This design comes from an exercise in tuning for a short achievable clock period and few clock cycles on the open sky130 flow, not from production work.
In this exercise RTL edits were held to simulation tests only and were not proved equivalent to the original.
Power and IR drop assume default switching activity.

Setup of oak:
Design rv32i_cpu, start of the top module:
module rv32i_cpu (
    input  wire        clk,
    input  wire        reset,
    output wire [31:0] imem_addr,
    input  wire [31:0] imem_rdata,
    output wire [31:0] dmem_addr,
    output wire [31:0] dmem_wdata,
    output wire        dmem_we,
    output wire [3:0]  dmem_be,
    input  wire [31:0] dmem_rdata
);
Size: roughly 5200 cells after synthesis, roughly 170 I/O pins.
export LEC_CHECK = 0
export ABC_CLOCK_PERIOD_IN_PS = 2500
export CAP_MARGIN = 20
export CORE_MARGIN = 2
export CORE_UTILIZATION = 40
export SETUP_SLACK_MARGIN = 5
export SLEW_MARGIN = 20
create_clock -name core_clock -period 8.0 [get_ports {clk}]
run.sh (not shown) runs the stock make flow with config.mk's settings and CLKGATE_MAP_FILE= SYNTH_SCRIPT=/design/flow/synth_recipe.tcl, a recipe that flattens the netlist after the stock synthesis.
oak: all stages complete, timing, DRC and antenna checks passed
Testbench counts of oak, summed over its fixed seeds: cycles 55,047.
## Diff of input files: pine against oak
--- a/flow/design.v
+++ b/flow/design.v
@@ -264,16 +264,18 @@
     wire fm0  = (r_sum & ad[0]) | (c_lt & ad[31]) | (r_sltu & ~ad[32]) | c_lta | (c_o & res_o[0]);
     always @(posedge clk) begin
         e_rd   <= rd;
         e_a    <= {fa_d[31:1], fa0};
         e_b    <= {fb_d[31:1], fb0};
         e_bx   <= {fbx_d[31:1], fbx0};
         e_sd   <= d_v2;
-        e_sa   <= {fa_d[31:1], fa0} & {32{d_shift}};
-        e_sh   <= {fb_d[4:1], fb0} & {5{d_shift}};
+        if (d_shift) begin
+            e_sa <= {fa_d[31:1], fa0};
+            e_sh <= {fb_d[4:1], fb0};
+        end
         e_d_m  <= d_ex;
         e_pass <= d_pass;
         r_sum  <= ((f_r | f_i) & f3 == 3'b000) | f_ld | f_st;
         r_sll  <= (f_r | f_i) & f3 == 3'b001;
         r_slt  <= (f_r | f_i) & f3 == 3'b010;
         r_sltu <= (f_r | f_i) & f3 == 3'b011;
         r_xor  <= (f_r | f_i) & f3 == 3'b100;
Notes after the runs:
pine closes out successfully: all stages finished, all timing, DRC and antenna checks passed. Die width delta (oak -> pine): insignificant. Delta (pine minus oak): proportion of final cell area spent on non-clock buffers now sits lower; sequential share of cell area went up by 1.4 points; clock network fraction of total power -2.2 points; sequential power share went down 1.6 points; minimum period implied by the final worst setup slack has increased. In pine, the worst setup slack before clock tree synthesis came out 0.20 ns below the value in oak.
Testbench counts of pine, summed over its fixed seeds: cycles 55,047.

========
== run C ==
rv32i_cpu, a different RTL version from the one above (not shown whole).
For scale: roughly 60,000 um^2 of cells after synthesis.
==> flow/config.mk <==
export PLATFORM = sky130hd
export DESIGN_NAME = rv32i_cpu
export DESIGN_NICKNAME = rv32i_cpu
export VERILOG_FILES = /design/flow/design.v
export SDC_FILE = /design/flow/constraint.sdc
export NUM_CORES = 4
export LEC_CHECK = 0
export ABC_CLOCK_PERIOD_IN_PS = 2500
export CAP_MARGIN = 20
export CORE_MARGIN = 2
export CORE_UTILIZATION = 40
export SETUP_SLACK_MARGIN = 5
export SLEW_MARGIN = 20
==> flow/constraint.sdc <==
create_clock -name core_clock -period 8.0 [get_ports {clk}]
set_input_delay 1.6000 -clock core_clock [delete_from_list [all_inputs] [get_ports {clk}]]
set_output_delay 1.6000 -clock core_clock [all_outputs]
set_load 0.01 [all_outputs]
Testbench counts of run C, summed over its fixed seeds: cycles 56,829.
[inputs] run D vs run C
-- flow/design.v --
<<< run C, line 201
                  ({32{~b_ex}} & (d_b ^ {32{d_sub}}));
        e_sd   <= d_v2;
        e_sa   <= (({32{a_s}} & sum) | ({32{a_o}} & res_o) | ({32{~a_ex}} & d_v1)) & {32{d_shift}};
        e_sh   <= (({5{b_s}} & sum[4:0]) | ({5{b_o}} & res_o[4:0]) | ({5{~b_ex}} & d_b[4:0])) & {5{d_shift}};
        e_d_m  <= d_ex;
        e_pass <= d_pass;
>>> run D, line 201
                  ({32{~b_ex}} & (d_b ^ {32{d_sub}}));
        e_sd   <= d_v2;
        if (d_shift) begin
            e_sa <= ({32{a_s}} & sum) | ({32{a_o}} & res_o) | ({32{~a_ex}} & d_v1);
            e_sh <= ({5{b_s}} & sum[4:0]) | ({5{b_o}} & res_o[4:0]) | ({5{~b_ex}} & d_b[4:0]);
        end
        e_d_m  <= d_ex;
        e_pass <= d_pass;
### Flow results
- Diff run C -> run D: worst-case hold slack went up, HPWL after detailed placement went up, area fraction of clock buffers and clock inverters went down.
- Finished layout cell area ends up higher on run D.
- Lower cell count after synthesis goes to run C over run D.
- Number of combinational gates with multiple inputs in run D vs run C: up 138
Testbench counts of run D, summed over its fixed seeds: cycles 56,829.

========
== TR ==
RTL: one of the versions met above, not the one the previous note started from.
Size in the first run: ~1100 flip-flops, roughly 170 I/O pins.
Design rv32i_cpu, start of the top module:
module rv32i_cpu (
    input  wire        clk,
    input  wire        reset,
    output wire [31:0] imem_addr,
    input  wire [31:0] imem_rdata,
    output wire [31:0] dmem_addr,
    output wire [31:0] dmem_wdata,
    output wire        dmem_we,
    output wire [3:0]  dmem_be,
    input  wire [31:0] dmem_rdata
);
clock: 8.0 ns
lec_check: 0
abc_clock_period_in_ps: 2500
cap_margin: 20
core_margin: 2
core_utilization: 40
setup_slack_margin: 4.6
slew_margin: 20
Testbench counts of TR, summed over its fixed seeds: cycles 55,047.
For MS, these inputs were changed with respect to TR:
--- a/flow/design.v
+++ b/flow/design.v
@@ -263,20 +263,18 @@
                 (b_ex & c_o & (res_o[0] ^ d_sub)) | (~b_ex & (d_b[0] ^ d_sub));
     wire fm0  = (r_sum & ad[0]) | (c_lt & ad[31]) | (r_sltu & ~ad[32]) | c_lta | (c_o & res_o[0]);
     always @(posedge clk) begin
         e_rd   <= rd;
         e_a    <= {fa_d[31:1], fa0};
         e_b    <= {fb_d[31:1], fb0};
         e_bx   <= {fbx_d[31:1], fbx0};
         e_sd   <= d_v2;
-        if (d_shift) begin
-            e_sa <= {fa_d[31:1], fa0};
-            e_sh <= {fb_d[4:1], fb0};
-        end
+        e_sa   <= {fa_d[31:1], fa0} & {32{d_shift}};
+        e_sh   <= {fb_d[4:1], fb0} & {5{d_shift}};
         e_d_m  <= d_ex;
         e_pass <= d_pass;
         r_sum  <= ((f_r | f_i) & f3 == 3'b000) | f_ld | f_st;
         r_sll  <= (f_r | f_i) & f3 == 3'b001;
         r_slt  <= (f_r | f_i) & f3 == 3'b010;
         r_sltu <= (f_r | f_i) & f3 == 3'b011;
         r_xor  <= (f_r | f_i) & f3 == 3'b100;
         r_sr   <= (f_r | f_i) & f3 == 3'b101;
Notes after the runs:
MS ends up with a number of setup buffers added after CTS that is 16 higher than in TR.
The routed length on met2 number comes out lower for TR vs MS.
Diff MS..TR | number of filler instances in the final layout | negligible
The master of the slowest instance on the critical path comes out or4b_4 in one run and o211ai_1 in the other, namely in MS and TR respectively.
TR → MS: power per standard cell area decreased about 2.6%; standby leakage power decreased about 1.4%.
Summary: worst hold slack across all endpoints, MS better than TR
Mean instance size in the synthesized netlist was lower in MS than in TR.
Area of placed instances across MS and TR: no real change.
TR consumes more power than MS.
On cell area after layout, TR tracks MS almost exactly.
Testbench counts of MS, summed over its fixed seeds: cycles 55,047.

==> static timing again, ports no longer ideal <==
The results above use ideal ports. As a check the final layouts listed here were re-extracted and re-timed, cells and wires unchanged.
Step 1: set_driving_cell puts a clkbuf_16 on clk and a buf_2 on each other input, an assumption about the parent block.
Step 2 moves the port delays by t, midway between the first and last clock arrival at a register: inputs arrive t later, outputs are due t later. That takes back most of the time a late clock gives input paths.
a / b / c = ideal / step 1 / step 2; a / b = the first two.
run	t (ns)	setup slack, ns	worst register clock-pin slew, ns
oak	0.852	4.431 / 4.431 / 3.823	0.07 / 0.07
pine	0.847	4.380 / 4.380 / 3.718	0.07 / 0.07
run C	0.831	4.331 / 4.331 / 3.723	0.08 / 0.08
run D	0.868	4.592 / 4.592 / 3.751	0.07 / 0.07
TR	0.850	4.429 / 4.429 / 3.737	0.07 / 0.07
MS	0.869	4.466 / 4.466 / 3.777	0.07 / 0.07
After both steps setup and hold are still met in every run listed. For run D, which loses most, drivers alone change the setup slack by 0.000 ns; drivers and shift together by -0.841 ns.
